Source: an optimization exercise on an open RTL-to-GDS flow (aim: small area and a short achievable clock period). Production flows keep margins and buffers that such runs may drop. Only simulation tests tie the RTL to the original design; equivalence was not proved. No activity file was given, so power comes from the tool's default toggle rates.

==> design.v <==
module alu_core(i_op, i_arg_A, i_arg_B, res, ctl);
  input [3:0] i_op;
  input [7:0] i_arg_A;
  input [7:0] i_arg_B;
  output [7:0] res;
  output [4:0] ctl;
  wire new_n35, new_n36, new_n37, new_n38, new_n39, new_n40, new_n41,
    new_n42, new_n43, new_n44, new_n45, new_n46, new_n47, new_n48, new_n49,
    new_n50, new_n51, new_n52, new_n54, new_n55, new_n56, new_n57, new_n58,
    new_n59, new_n60, new_n61, new_n62, new_n63, new_n64, new_n65, new_n66,
    new_n67, new_n68, new_n69, new_n70, new_n71, new_n72, new_n73, new_n74,
    new_n75, new_n76, new_n77, new_n78, new_n79, new_n80, new_n81, new_n82,
    new_n83, new_n84, new_n85, new_n86, new_n87, new_n88, new_n89, new_n90,
    new_n91, new_n92, new_n93, new_n94, new_n95, new_n96, new_n97, new_n98,
    new_n99, new_n100, new_n101, new_n102, new_n103, new_n104, new_n105,
    new_n106, new_n107, new_n108, new_n109, new_n110, new_n111, new_n112,
    new_n113, new_n114, new_n115, new_n116, new_n117, new_n118, new_n119,
    new_n120, new_n121, new_n122, new_n123, new_n124, new_n125, new_n126,
    new_n127, new_n128, new_n129, new_n130, new_n131, new_n132, new_n133,
    new_n134, new_n135, new_n136, new_n137, new_n138, new_n139, new_n140,
    new_n141, new_n142, new_n143, new_n144, new_n145, new_n146, new_n147,
    new_n148, new_n149, new_n150, new_n151, new_n152, new_n153, new_n154,
    new_n155, new_n156, new_n157, new_n158, new_n159, new_n160, new_n161,
    new_n162, new_n163, new_n164, new_n165, new_n166, new_n167, new_n168,
    new_n169, new_n170, new_n171, new_n172, new_n173, new_n174, new_n175,
    new_n176, new_n177, new_n178, new_n179, new_n180, new_n181, new_n182,
    new_n183, new_n184, new_n185, new_n186, new_n187, new_n188, new_n189,
    new_n190, new_n191, new_n192, new_n193, new_n194, new_n195, new_n196,
    new_n197, new_n198, new_n199, new_n200, new_n201, new_n202, new_n203,
    new_n204, new_n205, new_n206, new_n207, new_n208, new_n209, new_n210,
    new_n211, new_n212, new_n213, new_n214, new_n215, new_n216, new_n217,
    new_n218, new_n219, new_n220, new_n221, new_n222, new_n223, new_n224,
    new_n225, new_n226, new_n227, new_n228, new_n229, new_n230, new_n231,
    new_n232, new_n233, new_n234, new_n235, new_n236, new_n237, new_n238,
    new_n239, new_n240, new_n241, new_n242, new_n243, new_n244, new_n245,
    new_n246, new_n247, new_n248, new_n249, new_n250, new_n251, new_n252,
    new_n253, new_n254, new_n255, new_n256, new_n257, new_n258, new_n259,
    new_n260, new_n261, new_n262, new_n263, new_n264, new_n265, new_n266,
    new_n267, new_n268, new_n269, new_n270, new_n271, new_n272, new_n273,
    new_n274, new_n275, new_n276, new_n277, new_n278, new_n279, new_n280,
    new_n281, new_n282, new_n283, new_n284, new_n285, new_n286, new_n287,
    new_n288, new_n289, new_n290, new_n291, new_n292, new_n293, new_n294,
    new_n295, new_n296, new_n297, new_n298, new_n299, new_n300, new_n301,
    new_n302, new_n303, new_n304, new_n305, new_n306, new_n307, new_n308,
    new_n309, new_n310, new_n311, new_n312, new_n313, new_n314, new_n315,
    new_n316, new_n317, new_n318, new_n319, new_n320, new_n321, new_n322,
    new_n323, new_n324, new_n325, new_n326, new_n327, new_n328, new_n329,
    new_n330, new_n331, new_n332, new_n333, new_n334, new_n335, new_n336,
    new_n337, new_n338, new_n339, new_n340, new_n341, new_n342, new_n343,
    new_n344, new_n345, new_n346, new_n347, new_n348, new_n349, new_n350,
    new_n351, new_n352, new_n353, new_n354, new_n355, new_n356, new_n357,
    new_n358, new_n359, new_n360, new_n361, new_n362, new_n363, new_n364,
    new_n365, new_n366, new_n367, new_n368, new_n369, new_n370, new_n371,
    new_n372, new_n373, new_n374, new_n375, new_n376, new_n377, new_n378,
    new_n379, new_n380, new_n381, new_n382, new_n383, new_n384, new_n385,
    new_n386, new_n387, new_n388, new_n389, new_n390, new_n391, new_n392,
    new_n393, new_n394, new_n395, new_n396, new_n397, new_n398, new_n399,
    new_n400, new_n401, new_n402, new_n403, new_n404, new_n405, new_n406,
    new_n407, new_n408, new_n409, new_n410, new_n411, new_n412, new_n413,
    new_n414, new_n415, new_n416, new_n417, new_n418, new_n419, new_n420,
    new_n421, new_n422, new_n423, new_n424, new_n425, new_n426, new_n427,
    new_n428, new_n429, new_n430, new_n431, new_n432, new_n433, new_n434,
    new_n435, new_n436, new_n437, new_n438, new_n439, new_n440, new_n441,
    new_n442, new_n443, new_n444, new_n445, new_n446, new_n447, new_n448,
    new_n449, new_n450, new_n451, new_n452, new_n453, new_n454, new_n455,
    new_n456, new_n457, new_n458, new_n459, new_n460, new_n461, new_n462,
    new_n463, new_n464, new_n465, new_n466, new_n467, new_n468, new_n469,
    new_n470, new_n471, new_n472, new_n473, new_n474, new_n475, new_n476,
    new_n477, new_n478, new_n479, new_n480, new_n481, new_n482, new_n483,
    new_n484, new_n485, new_n486, new_n487, new_n488, new_n489, new_n490,
    new_n491, new_n492, new_n493, new_n494, new_n495, new_n496, new_n497,
    new_n498, new_n499, new_n500, new_n501, new_n502, new_n503, new_n504,
    new_n505, new_n506, new_n507, new_n508, new_n509, new_n510, new_n511,
    new_n512, new_n513, new_n514, new_n515, new_n516, new_n517, new_n518,
    new_n519, new_n520, new_n521, new_n522, new_n523, new_n524, new_n525,
    new_n526, new_n527, new_n528, new_n529, new_n530, new_n531, new_n532,
    new_n533, new_n534, new_n535, new_n536, new_n537, new_n538, new_n539,
    new_n540, new_n541, new_n542, new_n543, new_n544, new_n545, new_n546,
    new_n547, new_n548, new_n549, new_n550, new_n551, new_n552, new_n553,
    new_n554, new_n555, new_n556, new_n557, new_n558, new_n559, new_n560,
    new_n561, new_n562, new_n563, new_n564, new_n565, new_n566, new_n567,
    new_n568, new_n569, new_n570, new_n571, new_n572, new_n573, new_n574,
    new_n575, new_n576, new_n577, new_n578, new_n579, new_n580, new_n581,
    new_n582, new_n583, new_n584, new_n585, new_n586, new_n587, new_n588,
    new_n589, new_n590, new_n591, new_n592, new_n593, new_n594, new_n595,
    new_n596, new_n597, new_n598, new_n599, new_n600, new_n601, new_n602,
    new_n603, new_n604, new_n605, new_n606, new_n607, new_n608, new_n609,
    new_n610, new_n611, new_n612, new_n613, new_n614, new_n615, new_n616,
    new_n617, new_n618, new_n619, new_n620, new_n621, new_n622, new_n623,
    new_n624, new_n625, new_n626, new_n627, new_n628, new_n629, new_n631,
    new_n632, new_n633, new_n634, new_n635, new_n636, new_n637, new_n638,
    new_n639, new_n640, new_n641, new_n642, new_n643, new_n644, new_n645,
    new_n646, new_n647, new_n648, new_n649, new_n650, new_n651, new_n652,
    new_n653, new_n654, new_n655, new_n656, new_n657, new_n658, new_n659,
    new_n660, new_n661, new_n662, new_n663, new_n664, new_n666, new_n667,
    new_n668, new_n669, new_n670, new_n671, new_n672, new_n673, new_n674,
    new_n675, new_n676, new_n677, new_n678, new_n679, new_n680, new_n681,
    new_n682, new_n683, new_n684, new_n686, new_n687, new_n688, new_n689,
    new_n690, new_n691, new_n692, new_n694, new_n695, new_n696, new_n697,
    new_n698, new_n699, new_n700, new_n701, new_n702, new_n703, new_n705,
    new_n706, new_n707, new_n708, new_n709, new_n710, new_n711, new_n712,
    new_n713, new_n714, new_n715, new_n716, new_n717, new_n718, new_n719,
    new_n721, new_n722, new_n723, new_n724, new_n725, new_n726, new_n727,
    new_n728, new_n729, new_n730, new_n731, new_n732, new_n733, new_n734,
    new_n735, new_n736, new_n738, new_n739, new_n740, new_n741, new_n742,
    new_n743, new_n744, new_n745, new_n746, new_n747, new_n748, new_n749,
    new_n750, new_n751, new_n752, new_n753, new_n755, new_n756, new_n757,
    new_n758, new_n759, new_n760, new_n761, new_n762, new_n763, new_n764,
    new_n765, new_n766, new_n767, new_n768, new_n769, new_n770, new_n771,
    new_n772, new_n774, new_n775, new_n776, new_n777, new_n778, new_n779,
    new_n780, new_n781, new_n782, new_n783, new_n784, new_n786, new_n787,
    new_n788, new_n789, new_n790, new_n791, new_n792;
  assign ctl[3] = ~i_op[2] & i_op[3];
  assign new_n35 = i_arg_B[7] & ctl[3];
  assign new_n36 = ~i_arg_B[0] & ~i_arg_B[1];
  assign new_n37 = new_n35 & ~new_n36;
  assign new_n38 = i_arg_B[2] & ~new_n37;
  assign new_n39 = ~i_arg_B[2] & new_n37;
  assign new_n40 = ~new_n38 & ~new_n39;
  assign new_n41 = i_arg_B[0] & ~i_arg_B[1];
  assign new_n42 = new_n35 & ~new_n41;
  assign new_n43 = ~i_arg_B[1] & ~new_n35;
  assign new_n44 = ~new_n42 & ~new_n43;
  assign new_n45 = i_arg_B[0] & new_n44;
  assign new_n46 = ~new_n36 & ~new_n45;
  assign new_n47 = ~i_arg_A[0] & ~i_arg_A[1];
  assign new_n48 = ~i_arg_A[2] & new_n47;
  assign new_n49 = ~i_arg_A[3] & new_n48;
  assign new_n50 = ~i_arg_A[4] & new_n49;
  assign new_n51 = ~i_arg_A[5] & new_n50;
  assign new_n52 = ~i_op[0] & i_op[1];
  assign ctl[2] = ctl[3] & new_n52;
  assign new_n54 = i_op[0] & i_op[1];
  assign new_n55 = ~i_op[3] & new_n54;
  assign new_n56 = ~ctl[2] & ~new_n55;
  assign new_n57 = i_arg_A[7] & ~new_n56;
  assign new_n58 = ~new_n51 & new_n57;
  assign new_n59 = i_arg_A[6] & ~new_n58;
  assign new_n60 = ~i_arg_A[6] & new_n58;
  assign new_n61 = ~new_n59 & ~new_n60;
  assign new_n62 = ~new_n49 & new_n57;
  assign new_n63 = i_arg_A[4] & ~new_n62;
  assign new_n64 = ~i_arg_A[4] & new_n62;
  assign new_n65 = ~new_n63 & ~new_n64;
  assign new_n66 = i_arg_B[0] & new_n65;
  assign new_n67 = new_n40 & ~new_n45;
  assign new_n68 = ~i_arg_B[0] & i_arg_B[1];
  assign new_n69 = ~i_arg_B[2] & new_n36;
  assign new_n70 = ~i_arg_B[3] & new_n69;
  assign new_n71 = new_n35 & ~new_n70;
  assign new_n72 = ~i_arg_B[3] & ~new_n71;
  assign new_n73 = i_arg_B[3] & new_n35;
  assign new_n74 = ~new_n69 & new_n73;
  assign new_n75 = ~new_n72 & ~new_n74;
  assign new_n76 = ~new_n44 & ~new_n68;
  assign new_n77 = ~new_n40 & ~new_n76;
  assign new_n78 = ~new_n75 & ~new_n77;
  assign new_n79 = ~new_n68 & new_n78;
  assign new_n80 = new_n67 & new_n79;
  assign new_n81 = ~i_arg_A[6] & i_arg_A[7];
  assign new_n82 = new_n51 & new_n81;
  assign new_n83 = ctl[2] & new_n82;
  assign new_n84 = ~new_n75 & new_n83;
  assign new_n85 = new_n40 & new_n84;
  assign new_n86 = ~new_n80 & ~new_n85;
  assign new_n87 = ~new_n50 & new_n57;
  assign new_n88 = i_arg_A[5] & ~new_n87;
  assign new_n89 = ~i_arg_A[5] & new_n87;
  assign new_n90 = ~new_n88 & ~new_n89;
  assign new_n91 = ~new_n44 & ~new_n90;
  assign new_n92 = new_n44 & new_n90;
  assign new_n93 = ~new_n84 & ~new_n92;
  assign new_n94 = ~new_n91 & new_n93;
  assign new_n95 = new_n86 & ~new_n94;
  assign new_n96 = new_n66 & ~new_n95;
  assign new_n97 = ~new_n76 & new_n90;
  assign new_n98 = new_n61 & new_n97;
  assign new_n99 = new_n40 & ~new_n98;
  assign new_n100 = ~new_n61 & ~new_n97;
  assign new_n101 = ~new_n84 & ~new_n100;
  assign new_n102 = ~new_n99 & new_n101;
  assign new_n103 = new_n40 & new_n45;
  assign new_n104 = ~new_n90 & new_n103;
  assign new_n105 = ~new_n61 & new_n104;
  assign new_n106 = new_n40 & new_n68;
  assign new_n107 = new_n90 & new_n106;
  assign new_n108 = ~i_arg_B[3] & ~i_arg_B[4];
  assign new_n109 = new_n69 & new_n108;
  assign new_n110 = new_n35 & ~new_n109;
  assign new_n111 = i_arg_B[5] & new_n35;
  assign new_n112 = ~new_n110 & ~new_n111;
  assign new_n113 = i_arg_B[6] & ~new_n112;
  assign new_n114 = ~i_arg_B[6] & new_n112;
  assign new_n115 = ~new_n113 & ~new_n114;
  assign new_n116 = ~i_arg_B[5] & ~new_n110;
  assign new_n117 = i_arg_B[5] & new_n110;
  assign new_n118 = ~new_n116 & ~new_n117;
  assign new_n119 = i_arg_B[4] & ~new_n71;
  assign new_n120 = ~i_arg_B[4] & new_n71;
  assign new_n121 = ~new_n119 & ~new_n120;
  assign new_n122 = ~new_n118 & new_n121;
  assign new_n123 = ~new_n115 & new_n122;
  assign new_n124 = new_n75 & ~new_n83;
  assign new_n125 = new_n123 & ~new_n124;
  assign new_n126 = ~new_n107 & new_n125;
  assign new_n127 = ~new_n105 & new_n126;
  assign new_n128 = ~new_n102 & new_n127;
  assign new_n129 = ~new_n96 & new_n128;
  assign new_n130 = new_n36 & new_n84;
  assign new_n131 = new_n129 & ~new_n130;
  assign new_n132 = i_arg_B[0] & new_n61;
  assign new_n133 = new_n123 & ~new_n132;
  assign new_n134 = ~new_n86 & new_n133;
  assign new_n135 = new_n61 & ~new_n76;
  assign new_n136 = i_arg_B[0] & new_n90;
  assign new_n137 = ~new_n135 & ~new_n136;
  assign new_n138 = new_n83 & new_n103;
  assign new_n139 = ~new_n137 & ~new_n138;
  assign new_n140 = ~new_n40 & ~new_n83;
  assign new_n141 = ~new_n75 & new_n123;
  assign new_n142 = ~new_n140 & new_n141;
  assign new_n143 = ~new_n139 & new_n142;
  assign new_n144 = ~new_n134 & ~new_n143;
  assign new_n145 = ~new_n131 & new_n144;
  assign new_n146 = ~new_n61 & new_n145;
  assign new_n147 = ~new_n40 & ~new_n68;
  assign new_n148 = ~new_n44 & new_n147;
  assign new_n149 = ~new_n65 & new_n148;
  assign new_n150 = ~new_n36 & ~new_n149;
  assign new_n151 = ~new_n145 & new_n150;
  assign new_n152 = ~i_arg_B[1] & ~i_arg_B[2];
  assign new_n153 = i_arg_B[1] & i_arg_B[2];
  assign new_n154 = ~new_n152 & ~new_n153;
  assign new_n155 = ~new_n68 & new_n154;
  assign new_n156 = new_n84 & new_n155;
  assign new_n157 = new_n151 & new_n156;
  assign new_n158 = ~new_n90 & ~new_n151;
  assign new_n159 = ~new_n66 & new_n97;
  assign new_n160 = new_n131 & new_n159;
  assign new_n161 = ~new_n158 & ~new_n160;
  assign new_n162 = ~new_n157 & new_n161;
  assign new_n163 = new_n75 & ~new_n155;
  assign new_n164 = ~new_n79 & ~new_n163;
  assign new_n165 = ~new_n80 & ~new_n164;
  assign new_n166 = new_n162 & new_n165;
  assign new_n167 = ~new_n162 & ~new_n165;
  assign new_n168 = ~new_n106 & ~new_n147;
  assign new_n169 = ~new_n48 & new_n57;
  assign new_n170 = i_arg_A[3] & ~new_n169;
  assign new_n171 = ~i_arg_A[3] & new_n169;
  assign new_n172 = ~new_n170 & ~new_n171;
  assign new_n173 = new_n46 & new_n172;
  assign new_n174 = ~new_n47 & new_n57;
  assign new_n175 = i_arg_A[2] & ~new_n174;
  assign new_n176 = ~i_arg_A[2] & new_n174;
  assign new_n177 = ~new_n175 & ~new_n176;
  assign new_n178 = i_arg_B[0] & new_n177;
  assign new_n179 = new_n76 & ~new_n173;
  assign new_n180 = new_n45 & new_n172;
  assign new_n181 = ~new_n179 & ~new_n180;
  assign new_n182 = new_n178 & ~new_n181;
  assign new_n183 = ~new_n173 & ~new_n182;
  assign new_n184 = ~new_n168 & ~new_n183;
  assign new_n185 = new_n66 & new_n129;
  assign new_n186 = i_arg_B[0] & new_n128;
  assign new_n187 = ~new_n65 & ~new_n186;
  assign new_n188 = ~new_n185 & ~new_n187;
  assign new_n189 = new_n168 & new_n183;
  assign new_n190 = new_n188 & ~new_n189;
  assign new_n191 = ~new_n184 & ~new_n190;
  assign new_n192 = ~new_n167 & ~new_n191;
  assign new_n193 = ~new_n166 & ~new_n192;
  assign new_n194 = ~new_n67 & new_n75;
  assign new_n195 = ~new_n78 & ~new_n194;
  assign new_n196 = new_n121 & ~new_n195;
  assign new_n197 = ~new_n121 & new_n195;
  assign new_n198 = ~new_n196 & ~new_n197;
  assign new_n199 = ~new_n193 & new_n198;
  assign new_n200 = new_n146 & ~new_n199;
  assign new_n201 = new_n76 & ~new_n178;
  assign new_n202 = new_n45 & new_n177;
  assign new_n203 = ~new_n172 & ~new_n202;
  assign new_n204 = ~new_n201 & ~new_n203;
  assign new_n205 = new_n40 & ~new_n204;
  assign new_n206 = ~new_n40 & new_n204;
  assign new_n207 = ~new_n188 & ~new_n206;
  assign new_n208 = ~new_n205 & ~new_n207;
  assign new_n209 = new_n75 & new_n208;
  assign new_n210 = new_n123 & ~new_n209;
  assign new_n211 = new_n83 & ~new_n210;
  assign new_n212 = new_n193 & ~new_n198;
  assign new_n213 = ~new_n211 & ~new_n212;
  assign new_n214 = ~new_n200 & new_n213;
  assign new_n215 = new_n121 & ~new_n194;
  assign new_n216 = ~new_n78 & ~new_n215;
  assign new_n217 = new_n123 & ~new_n216;
  assign new_n218 = ~new_n214 & new_n217;
  assign new_n219 = ~new_n46 & new_n218;
  assign new_n220 = ~new_n75 & ~new_n208;
  assign new_n221 = new_n162 & ~new_n220;
  assign new_n222 = ~new_n121 & ~new_n146;
  assign new_n223 = ~new_n209 & ~new_n222;
  assign new_n224 = ~new_n221 & new_n223;
  assign new_n225 = new_n121 & new_n146;
  assign new_n226 = ~new_n118 & new_n211;
  assign new_n227 = ~new_n225 & ~new_n226;
  assign new_n228 = ~new_n224 & new_n227;
  assign new_n229 = ~new_n115 & ~new_n228;
  assign new_n230 = new_n118 & ~new_n211;
  assign new_n231 = new_n229 & ~new_n230;
  assign new_n232 = new_n121 & new_n211;
  assign new_n233 = ~new_n180 & ~new_n188;
  assign new_n234 = ~new_n179 & ~new_n233;
  assign new_n235 = ~new_n40 & new_n234;
  assign new_n236 = ~new_n162 & ~new_n235;
  assign new_n237 = new_n40 & ~new_n234;
  assign new_n238 = ~new_n75 & new_n146;
  assign new_n239 = ~new_n237 & ~new_n238;
  assign new_n240 = ~new_n236 & new_n239;
  assign new_n241 = ~new_n121 & ~new_n211;
  assign new_n242 = new_n75 & ~new_n146;
  assign new_n243 = ~new_n241 & ~new_n242;
  assign new_n244 = ~new_n240 & new_n243;
  assign new_n245 = new_n232 & ~new_n244;
  assign new_n246 = ~new_n232 & new_n244;
  assign new_n247 = ~new_n245 & ~new_n246;
  assign new_n248 = new_n231 & new_n247;
  assign new_n249 = ~new_n201 & ~new_n202;
  assign new_n250 = new_n248 & new_n249;
  assign new_n251 = new_n231 & ~new_n247;
  assign new_n252 = i_arg_B[0] & new_n251;
  assign new_n253 = ~new_n218 & ~new_n252;
  assign new_n254 = ~new_n250 & new_n253;
  assign new_n255 = ~new_n219 & ~new_n254;
  assign new_n256 = new_n178 & new_n218;
  assign new_n257 = new_n172 & ~new_n256;
  assign new_n258 = ~new_n172 & new_n256;
  assign new_n259 = ~new_n257 & ~new_n258;
  assign new_n260 = new_n255 & new_n259;
  assign new_n261 = ~new_n255 & ~new_n259;
  assign new_n262 = ~new_n260 & ~new_n261;
  assign new_n263 = ~new_n40 & ~new_n262;
  assign new_n264 = i_arg_A[0] & new_n57;
  assign new_n265 = i_arg_A[1] & ~new_n264;
  assign new_n266 = ~i_arg_A[1] & new_n264;
  assign new_n267 = ~new_n265 & ~new_n266;
  assign new_n268 = i_arg_B[0] & new_n267;
  assign new_n269 = new_n76 & ~new_n268;
  assign new_n270 = ~new_n218 & ~new_n248;
  assign new_n271 = i_arg_B[0] & ~new_n270;
  assign new_n272 = new_n177 & ~new_n271;
  assign new_n273 = ~new_n177 & new_n271;
  assign new_n274 = ~new_n272 & ~new_n273;
  assign new_n275 = ~new_n269 & ~new_n274;
  assign new_n276 = new_n44 & new_n268;
  assign new_n277 = ~new_n275 & ~new_n276;
  assign new_n278 = ~new_n263 & new_n277;
  assign new_n279 = ~new_n184 & ~new_n189;
  assign new_n280 = new_n218 & ~new_n279;
  assign new_n281 = new_n181 & new_n251;
  assign new_n282 = ~new_n205 & ~new_n206;
  assign new_n283 = new_n248 & new_n282;
  assign new_n284 = ~new_n218 & ~new_n283;
  assign new_n285 = ~new_n281 & new_n284;
  assign new_n286 = ~new_n280 & ~new_n285;
  assign new_n287 = new_n188 & new_n286;
  assign new_n288 = ~new_n188 & ~new_n286;
  assign new_n289 = ~new_n287 & ~new_n288;
  assign new_n290 = ~new_n75 & ~new_n289;
  assign new_n291 = new_n40 & new_n262;
  assign new_n292 = ~new_n290 & ~new_n291;
  assign new_n293 = ~new_n278 & new_n292;
  assign new_n294 = ~new_n235 & ~new_n237;
  assign new_n295 = new_n251 & new_n294;
  assign new_n296 = ~new_n209 & ~new_n220;
  assign new_n297 = new_n248 & new_n296;
  assign new_n298 = ~new_n295 & ~new_n297;
  assign new_n299 = ~new_n162 & new_n298;
  assign new_n300 = new_n162 & ~new_n298;
  assign new_n301 = ~new_n299 & ~new_n300;
  assign new_n302 = ~new_n218 & ~new_n301;
  assign new_n303 = ~new_n121 & ~new_n302;
  assign new_n304 = new_n75 & new_n289;
  assign new_n305 = ~new_n303 & ~new_n304;
  assign new_n306 = ~new_n293 & new_n305;
  assign new_n307 = new_n146 & ~new_n231;
  assign new_n308 = ~new_n118 & new_n307;
  assign new_n309 = new_n121 & new_n302;
  assign new_n310 = ~new_n308 & ~new_n309;
  assign new_n311 = ~new_n306 & new_n310;
  assign new_n312 = ~new_n83 & new_n115;
  assign new_n313 = new_n118 & ~new_n307;
  assign new_n314 = ~new_n312 & ~new_n313;
  assign new_n315 = ~new_n311 & new_n314;
  assign new_n316 = new_n118 & ~new_n121;
  assign new_n317 = ~new_n122 & ~new_n316;
  assign new_n318 = new_n216 & ~new_n317;
  assign new_n319 = ~new_n216 & new_n317;
  assign new_n320 = ~new_n318 & ~new_n319;
  assign new_n321 = new_n302 & new_n320;
  assign new_n322 = new_n165 & ~new_n262;
  assign new_n323 = i_arg_B[0] & new_n47;
  assign new_n324 = ~i_arg_A[0] & i_arg_B[0];
  assign new_n325 = ~new_n267 & ~new_n324;
  assign new_n326 = new_n46 & ~new_n325;
  assign new_n327 = ~new_n323 & ~new_n326;
  assign new_n328 = ~new_n168 & ~new_n327;
  assign new_n329 = new_n168 & new_n327;
  assign new_n330 = ~new_n274 & ~new_n329;
  assign new_n331 = ~new_n328 & ~new_n330;
  assign new_n332 = ~new_n322 & new_n331;
  assign new_n333 = ~new_n198 & ~new_n289;
  assign new_n334 = ~new_n165 & new_n262;
  assign new_n335 = ~new_n333 & ~new_n334;
  assign new_n336 = ~new_n332 & new_n335;
  assign new_n337 = new_n198 & new_n289;
  assign new_n338 = ~new_n302 & ~new_n320;
  assign new_n339 = ~new_n337 & ~new_n338;
  assign new_n340 = ~new_n336 & new_n339;
  assign new_n341 = ~new_n321 & ~new_n340;
  assign new_n342 = new_n321 & new_n340;
  assign new_n343 = ~new_n341 & ~new_n342;
  assign new_n344 = new_n315 & new_n343;
  assign new_n345 = new_n211 & ~new_n229;
  assign new_n346 = ~new_n216 & new_n308;
  assign new_n347 = ~new_n345 & ~new_n346;
  assign new_n348 = ~new_n344 & new_n347;
  assign new_n349 = new_n118 & ~new_n215;
  assign new_n350 = ~new_n115 & ~new_n349;
  assign new_n351 = ~new_n348 & new_n350;
  assign new_n352 = ~new_n115 & new_n345;
  assign new_n353 = ~new_n315 & ~new_n352;
  assign new_n354 = ~new_n75 & new_n262;
  assign new_n355 = new_n40 & new_n274;
  assign new_n356 = ~new_n76 & ~new_n325;
  assign new_n357 = ~new_n323 & ~new_n356;
  assign new_n358 = ~new_n355 & ~new_n357;
  assign new_n359 = ~new_n40 & ~new_n274;
  assign new_n360 = ~new_n358 & ~new_n359;
  assign new_n361 = ~new_n354 & ~new_n360;
  assign new_n362 = new_n75 & ~new_n262;
  assign new_n363 = ~new_n121 & new_n289;
  assign new_n364 = ~new_n362 & ~new_n363;
  assign new_n365 = ~new_n361 & new_n364;
  assign new_n366 = ~new_n118 & new_n302;
  assign new_n367 = new_n121 & ~new_n289;
  assign new_n368 = ~new_n366 & ~new_n367;
  assign new_n369 = ~new_n365 & new_n368;
  assign new_n370 = new_n118 & ~new_n302;
  assign new_n371 = new_n115 & ~new_n146;
  assign new_n372 = ~new_n370 & ~new_n371;
  assign new_n373 = ~new_n369 & new_n372;
  assign new_n374 = ~new_n115 & new_n307;
  assign new_n375 = ~new_n345 & ~new_n374;
  assign new_n376 = ~new_n373 & new_n375;
  assign new_n377 = new_n353 & ~new_n376;
  assign new_n378 = ~new_n351 & ~new_n377;
  assign new_n379 = i_arg_A[7] & i_arg_B[7];
  assign new_n380 = ~i_arg_A[7] & ~i_arg_B[7];
  assign new_n381 = ~new_n379 & ~new_n380;
  assign new_n382 = new_n145 & ~new_n251;
  assign new_n383 = ~new_n381 & ~new_n382;
  assign new_n384 = ~i_arg_B[5] & ~i_arg_B[6];
  assign new_n385 = new_n109 & new_n384;
  assign new_n386 = ctl[2] & ~new_n385;
  assign new_n387 = ~new_n383 & new_n386;
  assign new_n388 = ~i_op[2] & ~i_op[3];
  assign new_n389 = ~i_arg_B[7] & new_n385;
  assign new_n390 = new_n52 & ~new_n389;
  assign new_n391 = new_n388 & new_n390;
  assign new_n392 = ~new_n387 & ~new_n391;
  assign new_n393 = ~new_n378 & ~new_n392;
  assign new_n394 = i_op[0] & ~i_op[1];
  assign new_n395 = i_op[0] & i_arg_A[7];
  assign new_n396 = i_op[2] & ~new_n395;
  assign new_n397 = ~i_op[0] & ~i_op[1];
  assign new_n398 = i_op[2] & ~i_op[3];
  assign new_n399 = new_n397 & new_n398;
  assign new_n400 = ~i_op[3] & new_n394;
  assign new_n401 = ~i_op[2] & new_n400;
  assign new_n402 = ~new_n381 & new_n401;
  assign new_n403 = new_n400 & ~new_n402;
  assign new_n404 = ~new_n399 & ~new_n403;
  assign new_n405 = i_arg_B[6] & new_n404;
  assign new_n406 = ~i_arg_B[5] & new_n399;
  assign new_n407 = ~i_arg_B[6] & new_n403;
  assign new_n408 = ~new_n406 & ~new_n407;
  assign new_n409 = ~new_n405 & new_n408;
  assign new_n410 = ~i_arg_A[6] & new_n409;
  assign new_n411 = ~i_arg_B[5] & new_n404;
  assign new_n412 = i_arg_B[4] & new_n399;
  assign new_n413 = i_arg_B[5] & new_n403;
  assign new_n414 = ~new_n412 & ~new_n413;
  assign new_n415 = ~new_n411 & new_n414;
  assign new_n416 = ~i_arg_A[5] & ~new_n415;
  assign new_n417 = ~i_arg_B[4] & new_n404;
  assign new_n418 = i_arg_B[3] & new_n399;
  assign new_n419 = i_arg_B[4] & new_n403;
  assign new_n420 = ~new_n418 & ~new_n419;
  assign new_n421 = ~new_n417 & new_n420;
  assign new_n422 = i_arg_A[4] & new_n421;
  assign new_n423 = ~new_n416 & new_n422;
  assign new_n424 = i_arg_A[6] & ~new_n409;
  assign new_n425 = i_arg_A[5] & new_n415;
  assign new_n426 = ~new_n424 & ~new_n425;
  assign new_n427 = ~new_n423 & new_n426;
  assign new_n428 = ~new_n410 & ~new_n427;
  assign new_n429 = i_arg_B[3] & new_n404;
  assign new_n430 = ~i_arg_B[2] & new_n399;
  assign new_n431 = ~i_arg_B[3] & new_n403;
  assign new_n432 = ~new_n430 & ~new_n431;
  assign new_n433 = ~new_n429 & new_n432;
  assign new_n434 = i_arg_A[3] & ~new_n433;
  assign new_n435 = i_arg_B[2] & new_n404;
  assign new_n436 = ~i_arg_B[1] & new_n399;
  assign new_n437 = ~i_arg_B[2] & new_n403;
  assign new_n438 = ~new_n436 & ~new_n437;
  assign new_n439 = ~new_n435 & new_n438;
  assign new_n440 = ~i_arg_A[2] & new_n439;
  assign new_n441 = ~i_arg_B[1] & new_n404;
  assign new_n442 = i_arg_B[0] & new_n399;
  assign new_n443 = i_arg_B[1] & new_n403;
  assign new_n444 = ~new_n442 & ~new_n443;
  assign new_n445 = ~new_n441 & new_n444;
  assign new_n446 = ~i_arg_A[1] & ~new_n445;
  assign new_n447 = i_arg_B[0] & ~new_n403;
  assign new_n448 = i_arg_A[0] & new_n447;
  assign new_n449 = ~new_n446 & new_n448;
  assign new_n450 = i_arg_A[2] & ~new_n439;
  assign new_n451 = i_arg_A[1] & new_n445;
  assign new_n452 = ~new_n450 & ~new_n451;
  assign new_n453 = ~new_n449 & new_n452;
  assign new_n454 = ~new_n440 & ~new_n453;
  assign new_n455 = ~new_n434 & ~new_n454;
  assign new_n456 = ~new_n416 & ~new_n425;
  assign new_n457 = ~new_n410 & ~new_n424;
  assign new_n458 = new_n456 & new_n457;
  assign new_n459 = ~i_arg_A[4] & ~new_n421;
  assign new_n460 = ~new_n422 & ~new_n459;
  assign new_n461 = ~i_arg_A[3] & new_n433;
  assign new_n462 = new_n460 & ~new_n461;
  assign new_n463 = new_n458 & new_n462;
  assign new_n464 = ~new_n455 & new_n463;
  assign new_n465 = ~new_n428 & ~new_n464;
  assign new_n466 = ~new_n396 & new_n465;
  assign new_n467 = ~i_op[1] & ~new_n466;
  assign new_n468 = ~i_arg_B[0] & ~new_n404;
  assign new_n469 = ~new_n447 & ~new_n468;
  assign new_n470 = i_arg_A[0] & ~new_n469;
  assign new_n471 = ~i_arg_A[0] & new_n469;
  assign new_n472 = ~new_n470 & ~new_n471;
  assign new_n473 = new_n467 & ~new_n472;
  assign new_n474 = ~new_n467 & new_n472;
  assign new_n475 = ~new_n473 & ~new_n474;
  assign new_n476 = ~new_n440 & ~new_n450;
  assign new_n477 = ~new_n446 & ~new_n451;
  assign new_n478 = new_n467 & ~new_n471;
  assign new_n479 = ~new_n470 & ~new_n478;
  assign new_n480 = new_n477 & ~new_n479;
  assign new_n481 = ~new_n451 & ~new_n480;
  assign new_n482 = new_n476 & ~new_n481;
  assign new_n483 = ~new_n450 & ~new_n482;
  assign new_n484 = ~new_n461 & ~new_n483;
  assign new_n485 = ~new_n434 & ~new_n484;
  assign new_n486 = new_n460 & ~new_n485;
  assign new_n487 = new_n458 & new_n486;
  assign new_n488 = ~new_n428 & ~new_n487;
  assign new_n489 = ~i_arg_B[6] & new_n399;
  assign new_n490 = i_arg_B[7] & ~new_n400;
  assign new_n491 = ~new_n399 & new_n490;
  assign new_n492 = ~new_n489 & ~new_n491;
  assign new_n493 = new_n488 & ~new_n492;
  assign new_n494 = ~new_n488 & new_n492;
  assign new_n495 = ~new_n493 & ~new_n494;
  assign new_n496 = i_arg_A[7] & ~new_n400;
  assign new_n497 = new_n495 & ~new_n496;
  assign new_n498 = ~new_n495 & new_n496;
  assign new_n499 = ~new_n497 & ~new_n498;
  assign new_n500 = ~new_n381 & ~new_n499;
  assign new_n501 = ~new_n475 & new_n500;
  assign new_n502 = new_n381 & new_n499;
  assign new_n503 = new_n401 & ~new_n502;
  assign new_n504 = new_n475 & ~new_n500;
  assign new_n505 = new_n503 & ~new_n504;
  assign new_n506 = ~new_n501 & new_n505;
  assign new_n507 = i_arg_A[7] & ~new_n490;
  assign new_n508 = ~new_n381 & new_n495;
  assign new_n509 = new_n507 & ~new_n508;
  assign new_n510 = ~new_n507 & new_n508;
  assign new_n511 = ~new_n509 & ~new_n510;
  assign new_n512 = new_n398 & ~new_n511;
  assign new_n513 = ~new_n379 & ~new_n502;
  assign new_n514 = ctl[3] & ~new_n513;
  assign new_n515 = ~new_n512 & ~new_n514;
  assign new_n516 = ~new_n506 & new_n515;
  assign new_n517 = new_n394 & ~new_n516;
  assign new_n518 = i_arg_A[7] & ~i_arg_B[6];
  assign new_n519 = ~i_arg_A[7] & i_arg_B[6];
  assign new_n520 = ~new_n518 & ~new_n519;
  assign new_n521 = ~new_n495 & ~new_n520;
  assign new_n522 = new_n399 & ~new_n521;
  assign new_n523 = ~new_n381 & new_n511;
  assign new_n524 = new_n52 & new_n398;
  assign new_n525 = ~new_n523 & new_n524;
  assign new_n526 = ~new_n389 & new_n525;
  assign new_n527 = ~new_n522 & ~new_n526;
  assign new_n528 = ~new_n475 & ~new_n527;
  assign new_n529 = i_arg_B[5] & i_arg_B[6];
  assign new_n530 = i_arg_B[7] & new_n529;
  assign new_n531 = i_arg_B[3] & i_arg_B[4];
  assign new_n532 = new_n388 & new_n531;
  assign new_n533 = new_n397 & new_n532;
  assign new_n534 = new_n530 & new_n533;
  assign new_n535 = i_arg_B[1] & ~new_n534;
  assign new_n536 = ~i_arg_B[1] & new_n534;
  assign new_n537 = ~new_n535 & ~new_n536;
  assign new_n538 = ~i_arg_B[0] & ~new_n534;
  assign new_n539 = ~i_arg_A[7] & ~new_n538;
  assign new_n540 = i_arg_B[0] & new_n534;
  assign new_n541 = i_arg_A[7] & ~new_n540;
  assign new_n542 = ~new_n539 & ~new_n541;
  assign new_n543 = ~new_n537 & new_n542;
  assign new_n544 = ~i_arg_B[0] & new_n534;
  assign new_n545 = ~i_arg_A[6] & new_n544;
  assign new_n546 = ~i_arg_A[5] & new_n540;
  assign new_n547 = ~new_n545 & ~new_n546;
  assign new_n548 = i_arg_A[5] & new_n538;
  assign new_n549 = i_arg_B[0] & ~new_n534;
  assign new_n550 = i_arg_A[6] & new_n549;
  assign new_n551 = ~new_n548 & ~new_n550;
  assign new_n552 = new_n547 & new_n551;
  assign new_n553 = new_n537 & new_n552;
  assign new_n554 = ~new_n543 & ~new_n553;
  assign new_n555 = i_arg_A[5] & new_n544;
  assign new_n556 = i_arg_A[4] & new_n540;
  assign new_n557 = ~new_n555 & ~new_n556;
  assign new_n558 = ~i_arg_A[4] & new_n538;
  assign new_n559 = ~i_arg_A[5] & new_n549;
  assign new_n560 = ~new_n558 & ~new_n559;
  assign new_n561 = new_n557 & new_n560;
  assign new_n562 = new_n537 & ~new_n561;
  assign new_n563 = i_arg_A[6] & new_n540;
  assign new_n564 = i_arg_A[7] & new_n544;
  assign new_n565 = ~new_n563 & ~new_n564;
  assign new_n566 = ~i_arg_A[7] & new_n549;
  assign new_n567 = ~i_arg_A[6] & new_n538;
  assign new_n568 = ~new_n566 & ~new_n567;
  assign new_n569 = new_n565 & new_n568;
  assign new_n570 = ~new_n542 & new_n569;
  assign new_n571 = ~new_n562 & new_n570;
  assign new_n572 = new_n554 & new_n571;
  assign new_n573 = ~i_arg_B[2] & ~new_n572;
  assign new_n574 = new_n154 & ~new_n537;
  assign new_n575 = new_n552 & new_n574;
  assign new_n576 = ~new_n154 & new_n537;
  assign new_n577 = ~i_arg_A[4] & new_n544;
  assign new_n578 = ~i_arg_A[3] & new_n540;
  assign new_n579 = ~new_n577 & ~new_n578;
  assign new_n580 = i_arg_A[3] & new_n538;
  assign new_n581 = i_arg_A[4] & new_n549;
  assign new_n582 = ~new_n580 & ~new_n581;
  assign new_n583 = new_n579 & new_n582;
  assign new_n584 = new_n576 & new_n583;
  assign new_n585 = new_n154 & new_n537;
  assign new_n586 = new_n542 & new_n585;
  assign new_n587 = ~new_n584 & ~new_n586;
  assign new_n588 = ~new_n575 & new_n587;
  assign new_n589 = ~i_arg_B[7] & new_n108;
  assign new_n590 = new_n384 & new_n589;
  assign new_n591 = ctl[3] & new_n54;
  assign new_n592 = new_n590 & new_n591;
  assign new_n593 = new_n588 & new_n592;
  assign new_n594 = ~new_n573 & new_n593;
  assign new_n595 = ~new_n534 & ~new_n594;
  assign new_n596 = ~new_n537 & ~new_n569;
  assign new_n597 = ~new_n562 & ~new_n596;
  assign new_n598 = i_arg_B[2] & new_n534;
  assign new_n599 = ~i_arg_B[2] & ~new_n534;
  assign new_n600 = ~new_n598 & ~new_n599;
  assign new_n601 = ~new_n597 & new_n600;
  assign new_n602 = i_arg_A[3] & new_n544;
  assign new_n603 = i_arg_A[2] & new_n540;
  assign new_n604 = ~new_n602 & ~new_n603;
  assign new_n605 = ~i_arg_A[2] & new_n538;
  assign new_n606 = ~i_arg_A[3] & new_n549;
  assign new_n607 = ~new_n605 & ~new_n606;
  assign new_n608 = new_n604 & new_n607;
  assign new_n609 = new_n574 & ~new_n608;
  assign new_n610 = ~i_arg_A[1] & new_n68;
  assign new_n611 = ~i_arg_A[1] & new_n41;
  assign new_n612 = i_arg_A[0] & ~i_arg_B[1];
  assign new_n613 = ~new_n324 & ~new_n612;
  assign new_n614 = ~new_n611 & ~new_n613;
  assign new_n615 = ~new_n610 & ~new_n614;
  assign new_n616 = new_n576 & new_n615;
  assign new_n617 = ~new_n609 & ~new_n616;
  assign new_n618 = ~new_n601 & new_n617;
  assign new_n619 = ~new_n595 & ~new_n618;
  assign new_n620 = i_arg_B[7] & new_n385;
  assign new_n621 = new_n83 & new_n620;
  assign new_n622 = ctl[3] & new_n397;
  assign new_n623 = i_arg_B[0] & new_n622;
  assign new_n624 = i_arg_A[0] & new_n55;
  assign new_n625 = ~new_n623 & ~new_n624;
  assign new_n626 = ~new_n621 & new_n625;
  assign new_n627 = ~new_n619 & new_n626;
  assign new_n628 = ~new_n528 & new_n627;
  assign new_n629 = ~new_n517 & new_n628;
  assign res[0] = new_n393 | ~new_n629;
  assign new_n631 = ~new_n353 & ~new_n392;
  assign new_n632 = ~new_n500 & new_n503;
  assign new_n633 = ~new_n522 & ~new_n632;
  assign new_n634 = new_n590 & new_n633;
  assign new_n635 = ~i_arg_B[2] & new_n634;
  assign new_n636 = new_n41 & new_n635;
  assign new_n637 = ~new_n477 & new_n479;
  assign new_n638 = ~new_n480 & ~new_n637;
  assign new_n639 = ~new_n525 & new_n633;
  assign new_n640 = new_n638 & ~new_n639;
  assign new_n641 = ~new_n636 & new_n640;
  assign new_n642 = new_n402 & new_n465;
  assign new_n643 = ~new_n638 & new_n642;
  assign new_n644 = new_n554 & new_n600;
  assign new_n645 = new_n574 & ~new_n583;
  assign new_n646 = i_arg_A[1] & new_n538;
  assign new_n647 = i_arg_A[2] & new_n549;
  assign new_n648 = ~new_n646 & ~new_n647;
  assign new_n649 = new_n152 & ~new_n648;
  assign new_n650 = i_arg_B[0] & i_arg_B[1];
  assign new_n651 = ~i_arg_A[1] & new_n650;
  assign new_n652 = ~i_arg_A[2] & new_n68;
  assign new_n653 = ~new_n651 & ~new_n652;
  assign new_n654 = new_n598 & ~new_n653;
  assign new_n655 = ~new_n649 & ~new_n654;
  assign new_n656 = ~new_n645 & new_n655;
  assign new_n657 = ~new_n644 & new_n656;
  assign new_n658 = ~new_n595 & new_n657;
  assign new_n659 = ~new_n76 & new_n622;
  assign new_n660 = new_n55 & ~new_n267;
  assign new_n661 = ~new_n659 & ~new_n660;
  assign new_n662 = ~new_n658 & new_n661;
  assign new_n663 = ~new_n643 & new_n662;
  assign new_n664 = ~new_n641 & new_n663;
  assign res[1] = new_n631 | ~new_n664;
  assign new_n666 = new_n68 & new_n635;
  assign new_n667 = ~new_n476 & new_n481;
  assign new_n668 = ~new_n482 & ~new_n667;
  assign new_n669 = ~new_n639 & new_n668;
  assign new_n670 = ~new_n666 & new_n669;
  assign new_n671 = ~new_n270 & ~new_n392;
  assign new_n672 = new_n642 & ~new_n668;
  assign new_n673 = ~new_n561 & new_n574;
  assign new_n674 = new_n576 & ~new_n608;
  assign new_n675 = ~new_n569 & new_n585;
  assign new_n676 = ~new_n674 & ~new_n675;
  assign new_n677 = ~new_n673 & new_n676;
  assign new_n678 = ~new_n595 & ~new_n677;
  assign new_n679 = new_n55 & ~new_n177;
  assign new_n680 = ~new_n40 & new_n622;
  assign new_n681 = ~new_n679 & ~new_n680;
  assign new_n682 = ~new_n678 & new_n681;
  assign new_n683 = ~new_n672 & new_n682;
  assign new_n684 = ~new_n671 & new_n683;
  assign res[2] = new_n670 | ~new_n684;
  assign new_n686 = new_n635 & new_n650;
  assign new_n687 = ~new_n434 & ~new_n461;
  assign new_n688 = ~new_n483 & new_n687;
  assign new_n689 = new_n483 & ~new_n687;
  assign new_n690 = ~new_n688 & ~new_n689;
  assign new_n691 = ~new_n639 & new_n690;
  assign new_n692 = ~new_n686 & new_n691;
  assign ctl[4] = new_n381 & new_n386;
  assign new_n694 = ~new_n391 & ~ctl[4];
  assign new_n695 = new_n251 & ~new_n694;
  assign new_n696 = new_n642 & ~new_n690;
  assign new_n697 = new_n534 & ~new_n588;
  assign new_n698 = new_n75 & new_n622;
  assign new_n699 = new_n55 & ~new_n172;
  assign new_n700 = ~new_n698 & ~new_n699;
  assign new_n701 = ~new_n697 & new_n700;
  assign new_n702 = ~new_n696 & new_n701;
  assign new_n703 = ~new_n695 & new_n702;
  assign res[3] = new_n692 | ~new_n703;
  assign new_n705 = i_arg_B[2] & new_n634;
  assign new_n706 = new_n36 & new_n705;
  assign new_n707 = ~new_n460 & new_n485;
  assign new_n708 = ~new_n486 & ~new_n707;
  assign new_n709 = ~new_n639 & new_n708;
  assign new_n710 = ~new_n706 & new_n709;
  assign new_n711 = new_n131 & ~new_n392;
  assign new_n712 = new_n642 & ~new_n708;
  assign new_n713 = ~new_n597 & new_n598;
  assign new_n714 = ~new_n121 & new_n622;
  assign new_n715 = new_n55 & ~new_n65;
  assign new_n716 = ~new_n714 & ~new_n715;
  assign new_n717 = ~new_n713 & new_n716;
  assign new_n718 = ~new_n712 & new_n717;
  assign new_n719 = ~new_n711 & new_n718;
  assign res[4] = new_n710 | ~new_n719;
  assign new_n721 = new_n41 & new_n705;
  assign new_n722 = ~new_n422 & ~new_n486;
  assign new_n723 = new_n456 & ~new_n722;
  assign new_n724 = ~new_n456 & new_n722;
  assign new_n725 = ~new_n723 & ~new_n724;
  assign new_n726 = ~new_n639 & new_n725;
  assign new_n727 = ~new_n721 & new_n726;
  assign new_n728 = new_n143 & ~new_n392;
  assign new_n729 = new_n642 & ~new_n725;
  assign new_n730 = ~new_n554 & new_n598;
  assign new_n731 = new_n118 & new_n622;
  assign new_n732 = new_n55 & ~new_n90;
  assign new_n733 = ~new_n731 & ~new_n732;
  assign new_n734 = ~new_n730 & new_n733;
  assign new_n735 = ~new_n729 & new_n734;
  assign new_n736 = ~new_n728 & new_n735;
  assign res[5] = new_n727 | ~new_n736;
  assign new_n738 = new_n68 & new_n705;
  assign new_n739 = ~new_n425 & ~new_n723;
  assign new_n740 = new_n457 & new_n739;
  assign new_n741 = ~new_n457 & ~new_n739;
  assign new_n742 = ~new_n740 & ~new_n741;
  assign new_n743 = ~new_n639 & ~new_n742;
  assign new_n744 = ~new_n738 & new_n743;
  assign new_n745 = new_n642 & new_n742;
  assign new_n746 = new_n134 & ~new_n392;
  assign new_n747 = new_n55 & ~new_n61;
  assign new_n748 = new_n115 & new_n622;
  assign new_n749 = new_n153 & ~new_n565;
  assign new_n750 = ~new_n748 & ~new_n749;
  assign new_n751 = ~new_n747 & new_n750;
  assign new_n752 = ~new_n746 & new_n751;
  assign new_n753 = ~new_n745 & new_n752;
  assign res[6] = new_n744 | ~new_n753;
  assign new_n755 = i_arg_B[0] & new_n153;
  assign new_n756 = new_n590 & new_n755;
  assign new_n757 = new_n525 & ~new_n756;
  assign new_n758 = ~new_n522 & ~new_n757;
  assign new_n759 = new_n499 & ~new_n758;
  assign new_n760 = new_n503 & ~new_n511;
  assign new_n761 = new_n82 & new_n123;
  assign new_n762 = new_n80 & new_n761;
  assign new_n763 = new_n387 & new_n762;
  assign new_n764 = new_n153 & new_n540;
  assign new_n765 = ~new_n55 & ~new_n764;
  assign new_n766 = i_arg_A[7] & ~new_n765;
  assign new_n767 = new_n381 & new_n391;
  assign new_n768 = new_n620 & new_n622;
  assign new_n769 = ~new_n767 & ~new_n768;
  assign new_n770 = ~new_n766 & new_n769;
  assign new_n771 = ~new_n763 & new_n770;
  assign new_n772 = ~new_n760 & new_n771;
  assign res[7] = new_n759 | ~new_n772;
  assign new_n774 = new_n401 & new_n502;
  assign new_n775 = new_n52 & new_n523;
  assign new_n776 = new_n54 & new_n82;
  assign new_n777 = new_n397 & new_n521;
  assign new_n778 = ~new_n776 & ~new_n777;
  assign new_n779 = ~new_n775 & new_n778;
  assign new_n780 = new_n398 & ~new_n779;
  assign new_n781 = ~new_n774 & ~new_n780;
  assign new_n782 = new_n35 & new_n54;
  assign new_n783 = ctl[2] & new_n389;
  assign new_n784 = ~new_n782 & ~new_n783;
  assign ctl[0] = ~new_n781 | ~new_n784;
  assign new_n786 = ~i_op[0] & ~i_arg_B[7];
  assign new_n787 = new_n388 & new_n786;
  assign new_n788 = ~new_n390 & new_n787;
  assign new_n789 = ~new_n592 & ~new_n788;
  assign new_n790 = ~new_n594 & ~new_n789;
  assign new_n791 = new_n383 & new_n386;
  assign new_n792 = ~new_n790 & ~new_n791;
  assign ctl[1] = ~new_n781 | ~new_n792;
endmodule
module new_alu(i_op, i_arg_A, i_arg_B, i_clk, i_reset, o_result, o_status, o_op_rdy, o_alu_error);
	input  logic [3:0] i_op;
	input  logic [7:0] i_arg_A;
	input  logic [7:0] i_arg_B;
	input  logic       i_clk;
	input  logic       i_reset;
	output logic [7:0] o_result;
	output logic [3:0] o_status;
	output logic       o_op_rdy;
	output logic       o_alu_error;
	logic [7:0] res;
	logic [4:0] ctl;
	alu_core core(.i_op(i_op), .i_arg_A(i_arg_A), .i_arg_B(i_arg_B), .res(res), .ctl(ctl));
	logic [7:0] r_res;
	logic r_neg, r_st3, r_st0;
	logic [1:0] r_cls;
	always_ff @(posedge i_clk) begin
		if (!i_reset) begin
			r_res <= 8'd0;
			r_neg <= 1'b0;
			r_st3 <= 1'b0;
			r_st0 <= 1'b0;
			r_cls <= 2'b01;
		end else begin
			r_res <= res;
			r_neg <= ctl[4];
			r_cls <= ctl[3:2];
			r_st3 <= ctl[1];
			r_st0 <= ctl[0];
		end
	end
	logic [7:0] low;
	always_comb
		for (int i = 0; i < 8; i++) begin
			low[i] = 1'b0;
			for (int j = 0; j < i; j++)
				low[i] = low[i] | r_res[j];
		end
	assign o_result = r_res ^ ({8{r_neg}} & low);
	logic par;
	assign par = ^o_result;
	assign o_status = {r_st3,
	                   par | (r_cls == 2'b11 && o_result == 8'hFF),
	                   r_cls[1] ? ~par : (~r_cls[0] && o_result == 8'd0),
	                   r_st0};
	assign o_alu_error = r_st0;
	assign o_op_rdy = ~r_st0;
endmodule
==> flow/run.sh <==
#!/bin/bash
# The standard layout (standard.sh), with two changes:
# - Yosys's full/half-adder cell extraction is off (ADDER_MAP_FILE empty), so
#   that ABC maps the adders' logic together with the rest of the logic;
# - the port buffers are sky130_fd_sc_hd__buf_2 cells (BUFFER_PORTS_ARGS).
set -euo pipefail
bash standard.sh ADDER_MAP_FILE= "BUFFER_PORTS_ARGS=-buffer_cell sky130_fd_sc_hd__buf_2" finish > standard.log 2>&1
==> standard.sh <==
#!/bin/bash
# synth_recipe.tcl (not shown) runs the flow's synth.tcl, then flattens the netlist and writes it again
# the make line also repeats each setting of config.mk as NAME=value (left out here)
make -C /OpenROAD-flow-scripts/flow DESIGN_CONFIG=/design/flow/config.mk WORK_HOME=/design/flow/orfs CLKGATE_MAP_FILE= SYNTH_SCRIPT=/design/flow/synth_recipe.tcl "${@:-finish}"
==> config.mk <==
export PLATFORM = sky130hd
export DESIGN_NAME = new_alu
export DESIGN_NICKNAME = new_alu
export VERILOG_FILES = /design/flow/design.v
export SDC_FILE = /design/flow/constraint.sdc
export NUM_CORES = 4
export LEC_CHECK = 0
export ABC_AREA = 1
export CAP_MARGIN = 20
export CORE_MARGIN = 2
export CORE_UTILIZATION = 70
export PLACE_DENSITY = 0.85
export SLEW_MARGIN = 20
==> constraint.sdc <==
create_clock -name core_clock -period 18.0 [get_ports {i_clk}]
set_input_delay 3.6000 -clock core_clock [delete_from_list [all_inputs] [get_ports {i_clk}]]
set_output_delay 3.6000 -clock core_clock [all_outputs]
set_load 0.01 [all_outputs]
==> impl_metrics.toml, run 1 <==
[power_and_ir_drop]
power_density_nw_per_um2 = 45.6
power_frac_comb_pct = 69.5
p_int_w = 0.0000864
power_frac_seq_pct = 17.2
vdd_drop_max_mv = 0.0335
swShare_pct = 53.3
p_leak_nw = 2.18
pwr-share-clk_pct = 13.4
p_total_w = 0.000185
power.switching_w = 0.0000986

[setup_path]
cpMostUsedCell = "nand2_1"
crit_type = "in2reg"
arrival_ns = 7.92
worst_path_largest_cell_delay_ns = 0.52
path_max_fanout = 18
end_kind = "register"
critPathLaunchType = "primary input"
worstPathRequired_ns = 18.09
cp_slowest_cell = "a2111oi_0"

[clock_network]
cts_setup_buffers = 0
clk_pin_slew_ns = 0.05
clock_path_buffers = 2
cts_sinks = 13
cts_tree = "built"
numCtsBuffers = 3
ctsHtreeMaxLevel = 1
ctsHoldBuffers = 0
ctsRootBufferMaster = "clkbuf_8"
cts_resized = 0

[yosys]
ys_ff_latch = 13
ys_types = 48
ys.flop_type = "dfxtp_1"
synth_cells = 741
synth_edf_count = 0
synth_area_per_cell_um2 = 5.18
syn_area_um2 = 3840
ys_seq_area_share_pct = 6.78
synthesis.nets = 763
async_flop_share_pct = 0
yosysWarnings = 1

[drt]
drt_iter0_drc = 614
drt-pass1-iter-count = 6
wl_per_cell_um = 15.1
vias = 5265
viasPerCell = 6.28
drc = 0
wl_um = 12700
postRouteAntennaNets = 0

[floorplan]
num_rows = 26
ioPinCount = 36
die_area_um2 = 6090
die_h_um = 78.0
start_util_pct = 73.7
core_area_um2 = 5200
die_x_um = 78.0

[place]
portBuffers = 35
hpwl_um = 10300
place.gp.congestion = 1.10

[final_layout]
utilization_pct = 78.0
antennaDiodeCount = 0
num-nets-final = 791
layout_commonest_cell = "nand2_1"
most-common-layout-cells = "nand2_1 (244), inv_1 (95), nor2_1 (70)"
drive_above_1_share_pct = 14.1
nFillCells = 445
area_growth_pct = 5.84

[grt]
grt_pass1_vias = 4616
grt_max_degree = 19
grtUsageTotal_pct = 40.9
grt_pass1_wl_um = 20700
grt-ovfl-total = 0
antenna_found_initial = 0

[worst_hold_path]
hold_path.class = "in2reg"
whs_endpoint = "r_cls[0]"
holdCritStartpoint = "i_reset"
whs_path_depth = 2

[timing]
finalCriticalPeriod_ns = 7.83
worst_slew_pin_slew_ns = 0.775
finalSetupViolCount = 0
rsz0062_at_grt = "no"
hold_viol = 0
slew_viol_final = 0
maxSlewHeadroom_pct = 48.0
period_share_pct = 43.5
setup_tns_ns = 0
max_freq_mhz = 128

[run_status]
status = "timing/DRC/antenna clean"

[job]
drv_cap = 0
registers in the layout, indices dropped and copies added (netlist names):
signal	count
r_st3	1
r_st0	1
r_cls	2
r_neg	1
r_res	8
layout make-up:
type                       count  area (um2)  area share, %
multi-input combinational    605        3080           75.8
inverter                     111         417           10.3
tap                           70        87.6           2.16
timing repair buffer          35         175           4.31
sequential                    13         260           6.41
clock buffer                   4        45.0           1.11
cells in the mapped netlist (2+ instances only):
cell type | instances | area, um2
a2111oi_0 | 2 | 17.5
a21oi_1 | 24 | 120
a21oi_2 | 5 | 43.8
a221oi_1 | 8 | 70.1
a22oi_1 | 2 | 15.0
buf_4 | 6 | 45.0
buf_6 | 2 | 22.5
clkbuf_1 | 3 | 11.3
clkinv_1 | 2 | 7.51
dfxtp_1 | 13 | 260
inv_1 | 95 | 357
inv_2 | 14 | 52.6
nand2_1 | 244 | 916
nand2_2 | 23 | 144
nand3_1 | 66 | 330
nand3_2 | 9 | 90.1
nand3b_1 | 4 | 30.0
nand4_1 | 14 | 87.6
nor2_1 | 70 | 263
nor2_2 | 4 | 25.0
nor2_4 | 5 | 56.3
nor3_1 | 13 | 65.1
nor4_1 | 4 | 25.0
o2111ai_1 | 3 | 26.3
o211ai_1 | 3 | 22.5
o21ai_0 | 32 | 160
o21ai_1 | 4 | 20.0
o22ai_1 | 19 | 119
or2_1 | 3 | 18.8
or2_2 | 4 | 25.0
xnor2_1 | 7 | 61.3
xor2_1 | 18 | 158
how the worst max path moves through the flow:
stage | start | end | slack [ns] | cells after the start
after floorplan | i_op[0] | r_res[0] | 11.30 | 33
final | i_arg_B[0] | r_res[5] | 10.17 | 30
after CTS | i_arg_B[0] | r_res[5] | 10.49 | 30
after global routing | i_arg_B[0] | r_res[5] | 9.91 | 30
after global placement | i_arg_B[7] | r_res[5] | 10.23 | 28
after detailed placement | i_arg_B[0] | r_res[5] | 10.28 | 30
routing by layer:
| layer | global-route usage [%] | vias to the layer above | routed length (um) |
|---|---|---|---|
| li1 | - | 2486 | - |
| met1 | 52.8 | 2266 | 4800 |
| met2 | 67.4 | 423 | 5570 |
| met3 | 5.40 | 90 | 1600 |
| met4 | 19.5 | 0 | 704 |
| met5 | 0 | - | 0 |
stage by stage:
stage / instances / cell area (um2) / hold WS, ns / worst slack, ns
2_1_floorplan: 741 / 3840 / 3.67 / 11.30
3_3_place_gp: 834 / 4020 / 3.82 / 10.23
3_5_place_dp: 834 / 4020 / 3.82 / 10.28
4_1_cts: 838 / 4060 / 3.57 / 10.49
5_1_grt: 838 / 4060 / 3.58 / 9.91
6_report: 838 / 4060 / 3.57 / 10.17
worst max-delay path: cells and delay by family:
kind            cells  cell delay, ns
simple gates       23            2.64
buf+inv             4            0.86
compound gates      3            0.79
power groups by stage:
stage               combinational, W  clock [W]  sequential, W
floorplan                  0.0000943          0      0.0000321
global placement            0.000121          0      0.0000322
detailed placement          0.000124          0      0.0000323
CTS                         0.000124  0.0000248      0.0000317
global route                0.000141  0.0000270      0.0000319
finish                      0.000129  0.0000247      0.0000317
logic make-up after synthesis:
family / share of synthesized area (%)
buf+inv: 13.0
simple gates: 55.3
compound gates: 18.5
flops: 6.78
xor+xnor: 6.42
==> run 2: changes to the inputs <==
--- a/config.mk
+++ b/config.mk
@@ -11,2 +11,3 @@
 export CORE_UTILIZATION = 70
+export CTS_BUF_LIST = sky130_fd_sc_hd__clkbuf_4
 export PLACE_DENSITY = 0.85
==> impl_metrics.toml, run 2 <==
[yosys]
synthMuxAreaShare_pct = 0
synth_top_family_by_area = "simple AND/OR/NAND/NOR gates"
yosys-top-cells-area = "nand2_1 (24%), inv_1 (9.3%), nand3_1 (8.6%)"
syn_area_um2 = 3840
synth_area_per_cell_um2 = 5.18
yosysTopAreaCellShare_pct = 23.9
yosysWarnings = 1
synth-compound-area-share_pct = 18.5
synthAdderAreaFrac_pct = 0
ys.flop_type = "dfxtp_1"
ys_seq_area_share_pct = 6.78
ys_top_cells_by_count = "nand2_1 (244), inv_1 (95), nor2_1 (70), nand3_1 (66), o21ai_0 (32)"
synthXorXnorAreaFrac_pct = 6.42
synth_edf_count = 0
synth_cells = 741
synth_most_common_cell = "nand2_1"
async_flop_share_pct = 0
yosysTopAreaCell = "nand2_1"
ys_types = 48
ys_ff_latch = 13
synth-simple-area-share_pct = 55.3
synthesis.nets = 763

[place]
place_inst = 834
pre_cts_slack_ns = 10.28
place.gp.congestion = 1.10
hpwl_um = 10300
portBuffers = 35

[setup_path]
crit_type = "in2reg"
critPathLaunchType = "primary input"
worst_path_largest_cell_delay_ns = 0.49
cpMostUsedCell = "nand2_1"
worstPathRequired_ns = 18.13
cp_slowest_cell = "a2111oi_0"
end_kind = "register"
arrival_ns = 7.88
path_max_fanout = 18

[timing]
max_freq_mhz = 129
maxSlewHeadroom_pct = 47.0
slew_viol_final = 0
hold_viol = 0
whs_ns = 3.54
finalCriticalPeriod_ns = 7.75
fin_ws_ns = 10.25
worst_slew_pin_slew_ns = 0.789
period_share_pct = 43.1
rsz0062_at_grt = "no"
setup_tns_ns = 0
finalSetupViolCount = 0

[drt]
postRouteAntennaNets = 0
wl_met2_um = 5550
routed.top_layer = "met4"
wl_met1_um = 4820
viasPerCell = 6.29
wl_um = 12700
vias = 5271
wl_met3_um = 1560
drt_iter0_drc = 639
drc = 0
drt-pass1-iter-count = 13
wl_per_cell_um = 15.1

[clock_network]
cts_sinks = 13
numCtsBuffers = 3
ctsHoldBuffers = 0
clock_path_buffers = 2
clk_pin_slew_ns = 0.07
ctsRootBufferMaster = "clkbuf_4"
cts_tree = "built"
cts_resized = 0
cts_setup_buffers = 0
ctsHtreeMaxLevel = 1

[power_and_ir_drop]
vdd_drop_max_mv = 0.0331
p_leak_nw = 2.17
power_density_nw_per_um2 = 44.1

[grt]
grt-ovfl-total = 0
grt_max_degree = 19
grt_pass1_wl_um = 20700
antenna_found_initial = 0
grt_pass1_vias = 4612
grtUsageTotal_pct = 41.0

[final_layout]
antennaDiodeCount = 0
instances_no_fill = 838
num-nets-final = 791
top_regs = "r_res (8), r_cls (2)"
area_growth_pct = 5.45
most-common-layout-cells = "nand2_1 (244), inv_1 (95), nor2_1 (70)"
drive_above_1_share_pct = 14.2
layout_commonest_cell = "nand2_1"
largest_reg_flops = 8
regMostFlops = "r_res"
nFillCells = 448

[floorplan]
ioPinCount = 36
die_x_um = 78.0
die_h_um = 78.0
die_area_um2 = 6090
start_util_pct = 73.7
num_rows = 26
core_area_um2 = 5200

[worst_hold_path]
hold_path.class = "in2reg"

[run_status]
status = "timing/DRC/antenna clean"

[job]
drv_cap = 0
-- run 2: cell counts after synthesis --
No cell type changed its count.
-- run 2: layout make-up --
type	count	area (um2)	share of cell area [%]
clock buffer	4	30.0	0.742
tap	70	87.6	2.16
inverter	111	417	10.3
sequential	13	260	6.43
multi-input combinational	605	3080	76.0
timing repair buffer	35	175	4.33
-- run 2: logic make-up after synthesis --
logic type / Yosys count
AOI/OAI and AO/OA: 112
xor gates and xnor gates: 26
buffers and inverters: 123
DFF: 13
and+or+nand+nor: 467
-- run 2: stage by stage --
stage	power [W]	instance area (um2)	util [%]
after CTS	0.000174	4050	77.7
after global placement	0.000153	4020	77.2
after detailed placement	0.000156	4020	77.2
after global routing	0.000194	4050	77.7
after floorplan	0.000126	3840	-
final	0.000178	4050	77.7
-- run 2: critical path, delay by kind of cell --
kind / cells / cell delay [ns]
simple gates: 23 / 2.63
buf+inv: 4 / 0.85
compound gates: 3 / 0.76
-- run 2: final timing paths --
| path | startpoint | to | slack, ns | cells after the start |
|---|---|---|---|---|
| worst max-delay path | i_arg_B[0] | r_res[5] | 10.25 | 30 |
| worst min-delay path | i_reset | r_cls[0] | 3.54 | 2 |
-- run 2: per-layer routing --
metal	global-route usage, %	up-vias
li1	-	2491
met5	0	-
met1	53.0	2247
met3	5.29	99
met4	19.6	0
met2	67.4	434
-- run 2: power by group --
group	total (W)	internal (W)	switching (W)	leakage [nW]
Clock	0.0000183	0.0000101	0.00000826	0.0184
Sequential	0.0000316	0.0000305	0.00000113	0.106
Combinational	0.000129	0.0000402	0.0000883	2.05

==> afterwards: timing with drivers on the ports <==
How much do the figures lean on ideal ports? The routed layouts below were timed once more, with nothing changed but the port constraints.
Step 1, drivers: a clkbuf_16 drives i_clk and a buf_2 each remaining input, both assumed.
Step 2 also shifts input and output timing later by t, the mid clock arrival at the registers, as if the neighbouring blocks saw the same clock.
Three values: ideal ports, drivers, drivers and shift; two values: the first two.
run | t (ns) | setup slack, ns | worst hold slack (ns)
run 1 | 0.253 | 10.175 / 10.173 / 9.920 | 3.573 / 3.572 / 3.825
run 2 | 0.280 | 10.250 / 10.245 / 9.965 | 3.543 / 3.545 / 3.825
After both steps setup and hold are still met in every run listed. The setup slack of run 2, which loses most, moves by -0.005 ns with the drivers and by -0.285 ns with both steps.
